Context: an optimization exercise on an open-source flow, tuned for small area, a short achievable clock period and few clock cycles. The choices shown serve that exercise and are no tape-out recipe. At most, simulation tests tie the RTL to the original design; equivalence was not proved. Power figures rest on the tool's default switching activity, not on a simulated workload.

==> flow/design.v (excerpt) <==
module Mips16(clk, reset, imem_addr, imem_data, dmem_addr, dmem_wdata, dmem_we,
              dmem_rdata, dout, wb_en, wb_reg, halted);
input clk, reset;
input [15:0] imem_data, dmem_rdata;
output [8:0] imem_addr, dmem_addr;
output [15:0] dmem_wdata, dout;
output dmem_we, wb_en, halted;
output [2:0] wb_reg;
localparam FN_ZERO = 4'd0, FN_SUM = 4'd1, FN_AND = 4'd2, FN_OR = 4'd3, FN_XOR = 4'd4,
           FN_SLT = 4'd5, FN_SLL = 4'd6, FN_SRL = 4'd7, FN_LW = 4'd8;
reg [8:0]  pc;           
reg        halted_r;
reg [15:0] e_a, e_b;     
reg [8:0]  e_addr;       
reg [2:0]  e_sh;         
reg [3:0]  e_fn;
reg        e_sub, e_we, e_sw, e_br, e_bne, e_pred, e_halt;
reg [2:0]  e_dst;
reg [8:0]  e_alt;        
reg        wb_en_r;
reg [2:0]  wb_reg_r;
reg [15:0] dout_r;
reg [15:0] rf [1:7];
reg [7:1]  rf_ok;
wire [16:0] sum = {1'b0, e_a} + {1'b0, e_b} + {16'h0000, e_sub};
wire        ltu = !sum[16];
reg  [15:0] res;
always @* begin
	case (e_fn)
		FN_SUM: res = sum[15:0];
		FN_AND: res = e_a & e_b;
		FN_OR:  res = e_a | e_b;
		FN_XOR: res = e_a ^ e_b;
		FN_SLT: res = {15'h0000, ltu};
		FN_SLL: res = e_b << e_sh;
		FN_SRL: res = e_b >> e_sh;
		FN_LW:  res = dmem_rdata;
		default: res = 16'h0000;
	endcase
end
assign dmem_addr  = e_addr;
assign dmem_wdata = e_b;
assign dmem_we    = e_sw;
wire br_taken = (e_a == e_b) ^ e_bne;
wire redirect = e_br && (br_taken != e_pred);
wire kill     = redirect || e_halt || halted_r;
wire stall;
wire [2:0] f_op   = imem_data[15:13];
  ...
clock: 7.0 ns
lec_check: 0
cap_margin: 20
core_margin: 2
core_utilization: 50
cts_buf_list: sky130_fd_sc_hd__clkbuf_16
cts_cluster_diameter: 80
cts_cluster_size: 24
setup_slack_margin: 3.6
slew_margin: 20
synth_hierarchical: 1
standard.sh (not shown) runs the stock make flow with config.mk's settings and CLKGATE_MAP_FILE= SYNTH_SCRIPT=/design/flow/synth_recipe.tcl, a recipe that flattens the netlist after the stock synthesis.
==> flow/flow/run.sh <==
#!/bin/bash
# Layout flow: the standard synthesis (standard.sh synth, unchanged), then
# the standard ORFS layout with two changes: port buffers made from
# sky130_fd_sc_hd__buf_2, and the resizer allowed to change a cell's footprint
# when it sizes cells for timing (MATCH_CELL_FOOTPRINT=0).
# Each step's full output goes to its own log in this folder.
set -euo pipefail
export BUFFER_PORTS_ARGS="-buffer_cell sky130_fd_sc_hd__buf_2"
bash standard.sh synth > synth.log 2>&1
sed 's/ CLKGATE_MAP_FILE= / CLKGATE_MAP_FILE= MATCH_CELL_FOOTPRINT=0 /' standard.sh > standard_layout.sh
grep -q 'MATCH_CELL_FOOTPRINT=0' standard_layout.sh
bash standard_layout.sh > layout.log 2>&1
Testbench counts at the start, summed over its fixed seeds: cycles 15,929.
Change:
- CTS_BUF_LIST: sky130_fd_sc_hd__clkbuf_16 -> sky130_fd_sc_hd__clkbuf_8
- CTS_CLUSTER_DIAMETER: 80 -> 60
- CTS_CLUSTER_SIZE: 24 -> 16
- SETUP_SLACK_MARGIN: 3.6 -> 3.8
What happened: The new run passed the timing, DRC and antenna checks. Worst setup slack improves by 0.10 ns. Synthesized cell count stays the same. Power is about the same. Critical path depth climbs by 3. Clock skew climbs by 0.027 ns.
Change:
- CTS_CLUSTER_DIAMETER: 60 -> default
- CTS_CLUSTER_SIZE: 16 -> default
- SETUP_SLACK_MARGIN: 3.8 -> 3.6
- final area rose by 0.93%
- worst setup slack gets worse by 0.099 ns
- via count grows by 1.4%
- wire length increases by about 2%
- combinational power fell by about 2%

---

Mips16, a different RTL version from the one above (not shown whole).
Size: about 1200 cells after synthesis, ~210 flip-flops, about 90 I/O pins, ~13000 sq um of cells after synthesis.
make LEC_CHECK=0 CAP_MARGIN=20 CORE_MARGIN=2 CORE_UTILIZATION=40 SETUP_SLACK_MARGIN=2.5 SLEW_MARGIN=20 finish   # period 7.0 ns
run.sh (not shown) runs the stock make flow with config.mk's settings and CLKGATE_MAP_FILE= SYNTH_SCRIPT=/design/flow/synth_recipe.tcl, a recipe that flattens the netlist after the stock synthesis.
Stock flow here: none of the scripts above is used.
The baseline finished with timing, DRC and antenna clean.
Next try:
==> flow/flow/run.sh (new file) <==
#!/bin/bash
# Layout flow: the standard flow (standard synthesis unchanged), with the
# port buffers made from sky130_fd_sc_hd__buf_2 instead of the default cell.
# Each step's full output goes to its own log in this folder.
set -euo pipefail
export BUFFER_PORTS_ARGS="-buffer_cell sky130_fd_sc_hd__buf_2"
bash standard.sh synth > synth.log 2>&1
bash standard.sh > layout.log 2>&1
==> flow/standard.sh (new file) <==
#!/bin/bash
# synth_recipe.tcl (not shown) runs the flow's synth.tcl, then flattens the netlist and writes it again
# the make line also repeats each setting of config.mk as NAME=value (left out here)
make -C /OpenROAD-flow-scripts/flow DESIGN_CONFIG=/design/flow/config.mk WORK_HOME=/design/flow/orfs CLKGATE_MAP_FILE= SYNTH_SCRIPT=/design/flow/synth_recipe.tcl "${@:-finish}"
removed: flow/run.sh
Outcome: The changed run finished with timing, DRC and antenna clean; total power goes down by 1.7%; routed wire length is about the same; fmax goes up by 2.4%; core utilization goes down by 1.6 points.
No functional check of the RTL was part of any run of this note.

---

The RTL this note starts from:
==> flow/design.v <==
`timescale 1ns / 1ps
module Mips16(clk, reset, imem_addr, imem_data, dmem_addr, dmem_wdata, dmem_we,
              dmem_rdata, dout, wb_en, wb_reg, halted);
input clk, reset;
input [15:0] imem_data, dmem_rdata;
output [8:0] imem_addr, dmem_addr;
output [15:0] dmem_wdata, dout;
output dmem_we, wb_en, halted;
output [2:0] wb_reg;
localparam FN_ZERO = 4'd0, FN_SUM = 4'd1, FN_AND = 4'd2, FN_OR = 4'd3, FN_XOR = 4'd4,
           FN_SLT = 4'd5, FN_SLL = 4'd6, FN_SRL = 4'd7, FN_LW = 4'd8;
reg [8:0]  pc;           
reg        halted_r;
reg [15:0] e_a, e_b;     
reg [8:0]  e_addr;       
reg [2:0]  e_sh;         
reg [3:0]  e_fn;
reg        e_sub, e_we, e_sw, e_br, e_bne, e_pred, e_halt;
reg [2:0]  e_dst;
reg [8:0]  e_alt;        
reg        wb_en_r;
reg [2:0]  wb_reg_r;
reg [15:0] dout_r;
reg [15:0] rf [1:7];
reg [7:1]  rf_ok;
wire [16:0] sum = {1'b0, e_a} + {1'b0, e_b} + {16'h0000, e_sub};
wire        ltu = !sum[16];
reg  [15:0] res;
always @* begin
	case (e_fn)
		FN_SUM: res = sum[15:0];
		FN_AND: res = e_a & e_b;
		FN_OR:  res = e_a | e_b;
		FN_XOR: res = e_a ^ e_b;
		FN_SLT: res = {15'h0000, ltu};
		FN_SLL: res = e_b << e_sh;
		FN_SRL: res = e_b >> e_sh;
		FN_LW:  res = dmem_rdata;
		default: res = 16'h0000;
	endcase
end
assign dmem_addr  = e_addr;
assign dmem_wdata = e_b;
assign dmem_we    = e_sw;
wire br_taken = (e_a == e_b) ^ e_bne;
wire redirect = e_br && (br_taken != e_pred);
wire kill     = redirect || e_halt || halted_r;
wire stall;
wire [2:0] f_op   = imem_data[15:13];
wire [2:0] f_rs   = imem_data[12:10];
wire [2:0] f_rt   = imem_data[9:7];
wire [2:0] f_rd   = imem_data[6:4];
wire [3:0] f_func = imem_data[3:0];
wire [6:0] f_imm  = imem_data[6:0];
wire       f_isr  = (f_op == 3'b000);
wire       f_halt = f_isr && (f_func == 4'b1111);
wire       f_isimm = (f_op == 3'b001) || (f_op == 3'b010) || (f_op == 3'b011);
wire       f_lw   = (f_op == 3'b110);
wire       f_br   = (f_op[2:1] == 2'b10);
wire [2:0] f_dst  = f_isr ? f_rd : f_rt;
wire       f_we   = ((f_isr && !f_halt) || f_isimm || f_lw) && (f_dst != 3'b000);
wire       f_pred = f_br && ((f_rs == f_rt) ? !f_op[0] : (f_imm[6] | f_op[0]));
wire [8:0] f_off  = {{2{f_imm[6]}}, f_imm};
wire       f_mem  = (f_op[2:1] == 2'b11);
assign     stall  = f_mem && e_we && (e_dst == f_rs);
wire [8:0] f_pc1  = pc + 9'd1;
wire [8:0] f_tgt  = f_pc1 + f_off;
reg  [3:0] f_fn;
always @* begin
	case (f_op)
		3'b000: case (f_func)
			4'd0: f_fn = FN_SLL;
			4'd1, 4'd2: f_fn = FN_SUM;
			4'd3: f_fn = FN_AND;
			4'd4: f_fn = FN_OR;
			4'd5: f_fn = FN_XOR;
			4'd6: f_fn = FN_SLT;
			4'd7: f_fn = FN_SRL;
			default: f_fn = FN_ZERO;
		endcase
		3'b001: f_fn = FN_SUM;
		3'b010: f_fn = FN_OR;
		3'b011: f_fn = FN_SLT;
		3'b110: f_fn = FN_LW;
		default: f_fn = FN_ZERO;
	endcase
end
wire f_sub = (f_isr && (f_func == 4'd2 || f_func == 4'd6)) || (f_op == 3'b011);
reg [15:0] f_ra, f_a, f_b;
integer i;
always @* begin
	f_ra = 16'h0000;
	f_b = 16'h0000;
	for (i = 1; i < 8; i = i + 1) begin
		if (f_rs == i && rf_ok[i]) f_ra = f_ra | rf[i];
		if (f_rt == i && rf_ok[i]) f_b = f_b | rf[i];
	end
	f_a = f_ra;
	if (e_we && e_dst == f_rs) f_a = res;
	if (e_we && e_dst == f_rt) f_b = res;
	if (f_isimm) f_b = {{9{f_imm[6]}}, f_imm};
	if (f_sub) f_b = ~f_b;
end
wire [8:0] f_addr;
ALU_addr agen(.base(f_ra[8:0]), .off(f_imm), .addr(f_addr));
always @(posedge clk) begin
	if (reset) begin
		pc <= 9'd0;
		halted_r <= 1'b0;
		e_we <= 1'b0;
		e_sw <= 1'b0;
		e_br <= 1'b0;
		e_halt <= 1'b0;
		wb_en_r <= 1'b0;
		rf_ok <= 7'd0;
	end else begin
		if (redirect)
			pc <= e_alt;
		else if (!kill && !stall)
			pc <= f_pred ? f_tgt : f_pc1;
		if (e_halt)
			halted_r <= 1'b1;
		e_we <= f_we && !kill && !stall;
		e_sw <= (f_op == 3'b111) && !kill && !stall;
		e_br <= f_br && !kill;
		e_halt <= f_halt && !kill;
		wb_en_r <= e_we;
		if (e_we)
			rf_ok[e_dst] <= 1'b1;
	end
	e_a <= f_a;
	e_b <= f_b;
	e_addr <= f_addr;
	e_sh <= f_rs;
	e_fn <= f_fn;
	e_sub <= f_sub;
	e_bne <= f_op[0];
	e_pred <= f_pred;
	e_dst <= f_dst;
	e_alt <= f_pred ? f_pc1 : f_tgt;
	wb_reg_r <= e_dst;
	dout_r <= res;
	if (e_we)
		rf[e_dst] <= res;
end
assign imem_addr = pc;
assign dout = dout_r;
assign wb_en = wb_en_r;
assign wb_reg = wb_reg_r;
assign halted = halted_r;
endmodule
`timescale 1ns / 1ps
module ALU_addr(base, off, addr);
input  [8:0] base;
input  [6:0] off;
output [8:0] addr;
assign addr = base + {{2{off[6]}}, off};
endmodule
Settings: LEC_CHECK=0, CAP_MARGIN=20, CORE_MARGIN=2, CORE_UTILIZATION=50, CTS_BUF_LIST=sky130_fd_sc_hd__clkbuf_8, CTS_CLUSTER_DIAMETER=60, CTS_CLUSTER_SIZE=16, SETUP_SLACK_MARGIN=3.6, SLEW_MARGIN=20, SYNTH_HIERARCHICAL=1; clock period 7.0 ns.
standard.sh (not shown) runs the stock make flow with config.mk's settings and CLKGATE_MAP_FILE= SYNTH_SCRIPT=/design/flow/synth_recipe.tcl, a recipe that flattens the netlist after the stock synthesis.
==> flow/flow/run.sh <==
#!/bin/bash
# Layout flow: the standard synthesis (standard.sh synth, unchanged), then
# the standard ORFS layout with two changes: port buffers made from
# sky130_fd_sc_hd__buf_2, and the resizer allowed to change a cell's footprint
# when it sizes cells for timing (MATCH_CELL_FOOTPRINT=0).
# Each step's full output goes to its own log in this folder.
set -euo pipefail
export BUFFER_PORTS_ARGS="-buffer_cell sky130_fd_sc_hd__buf_2"
bash standard.sh synth > synth.log 2>&1
sed 's/ CLKGATE_MAP_FILE= / CLKGATE_MAP_FILE= MATCH_CELL_FOOTPRINT=0 /' standard.sh > standard_layout.sh
grep -q 'MATCH_CELL_FOOTPRINT=0' standard_layout.sh
bash standard_layout.sh > layout.log 2>&1
Testbench counts at the start, summed over its fixed seeds: cycles 15,929.
Change:
--- a/flow/config.mk
+++ b/flow/config.mk
@@ -10 +10 @@
-export CORE_UTILIZATION = 50
+export CORE_UTILIZATION = 65
@@ -13,0 +14 @@
+export PLACE_DENSITY = 0.72
=> Worst setup slack is worse by 0.028 ns. Via count decreases by 0.62%. Synthesized cell count stays the same. Critical path depth is unchanged.
Change:
--- a/flow/config.mk
+++ b/flow/config.mk
@@ -10 +10 @@
-export CORE_UTILIZATION = 65
+export CORE_UTILIZATION = 50
@@ -12,4 +12 @@
-export CTS_CLUSTER_DIAMETER = 60
-export CTS_CLUSTER_SIZE = 16
-export PLACE_DENSITY = 0.72
-export SETUP_SLACK_MARGIN = 3.6
+export SETUP_SLACK_MARGIN = 4.0
The new run produced a clean layout.
Routed wire length came out higher by 11%.
Critical path depth stays the same.
Maximum frequency came out higher by about 5%.
Final cell count came out higher by about 10%.
Total power came out higher by about 14%.
Change:
--- a/flow/config.mk
+++ b/flow/config.mk
@@ -12 +12 @@
-export SETUP_SLACK_MARGIN = 4.0
+export SETUP_SLACK_MARGIN = 4.4
=> Register-to-register slack improves by 0.22 ns. Maximum frequency grows by a few percent. Setup slack gets better by 0.11 ns. Via count came out higher by a few percent. Area after synthesis does not change. Utilization rose by 8.0 points. Routed wire length grows by roughly a tenth. Design area increases by roughly a tenth. Clock skew goes up by 0.011 ns. Total power climbs by a few percent.
Change:
--- a/flow/flow/run.sh
+++ b/flow/flow/run.sh
@@ -4 +4 @@
-# sky130_fd_sc_hd__buf_2, and the resizer allowed to change a cell's footprint
+# sky130_fd_sc_hd__buf_1, and the resizer allowed to change a cell's footprint
@@ -8 +8 @@
-export BUFFER_PORTS_ARGS="-buffer_cell sky130_fd_sc_hd__buf_2"
+export BUFFER_PORTS_ARGS="-buffer_cell sky130_fd_sc_hd__buf_1"
--- a/flow/config.mk
+++ b/flow/config.mk
@@ -12 +12,3 @@
-export SETUP_SLACK_MARGIN = 4.4
+export CTS_CLUSTER_DIAMETER = 60
+export CTS_CLUSTER_SIZE = 16
+export SETUP_SLACK_MARGIN = 3.6
What happened:
- register-to-register slack gets worse by 0.56 ns
- power goes down by 19%
- routed wire length falls by 13%
- critical path depth is unchanged
- synthesized cell count is unchanged
- non-clock buffer count decreases by 120
- design area decreases by 18%
- hold slack hardly moves
- maximum frequency shrinks by 6.8%

## port drivers added, routing unchanged
How much do the figures lean on ideal ports? The routed layouts below were timed once more, with nothing changed but the port constraints.
Step 1, drivers: a clkbuf_16 drives clk and a buf_2 each remaining input, both assumed.
Step 2, shift: input delay + t, output delay - t, t = (earliest + latest rising clock arrival at the registers) / 2. This alone moves slack from input paths to output paths.
a / b / c = ideal / step 1 / step 2; a / b = the first two.
run | t (ns) | setup WS [ns] | clock arrival spread, ns | worst data-port slew with drivers (ns) | cell pins on the clock port's net
the first run of note 1 | 0.534 | 3.667 / 3.693 / 3.160 | 0.027 / 0.027 | 0.04 | 1
the second run of note 1 | 0.587 | 3.766 / 3.762 / 3.175 | 0.051 / 0.051 | 0.07 | 1
the third run of note 1 | 0.581 | 3.667 / 3.692 / 3.111 | 0.026 / 0.025 | 0.05 | 1
the first run of note 2 | 0.565 | 2.694 / 2.642 / 2.943 | 0.018 / 0.017 | 0.04 | 1
the second run of note 2 | 0.567 | 2.796 / 2.746 / 3.313 | 0.016 / 0.016 | 0.05 | 1
the first run of note 3 | 0.586 | 3.672 / 3.689 / 3.103 | 0.050 / 0.049 | 0.05 | 1
the second run of note 3 | 0.581 | 3.644 / 3.669 / 3.088 | 0.040 / 0.040 | 0.03 | 1
the third run of note 3 | 0.568 | 3.797 / 3.693 / 3.125 | 0.027 / 0.027 | 0.15 | 1
the fourth run of note 3 | 0.576 | 3.905 / 3.890 / 3.314 | 0.038 / 0.038 | 0.08 | 1
the fifth run of note 3 | 0.577 | 3.678 / 3.687 / 3.110 | 0.046 / 0.046 | 0.05 | 1
After both steps setup and hold are still met in every run listed. For the third run of note 3, which loses most, drivers alone change the setup slack by -0.104 ns; drivers and shift together by -0.672 ns.
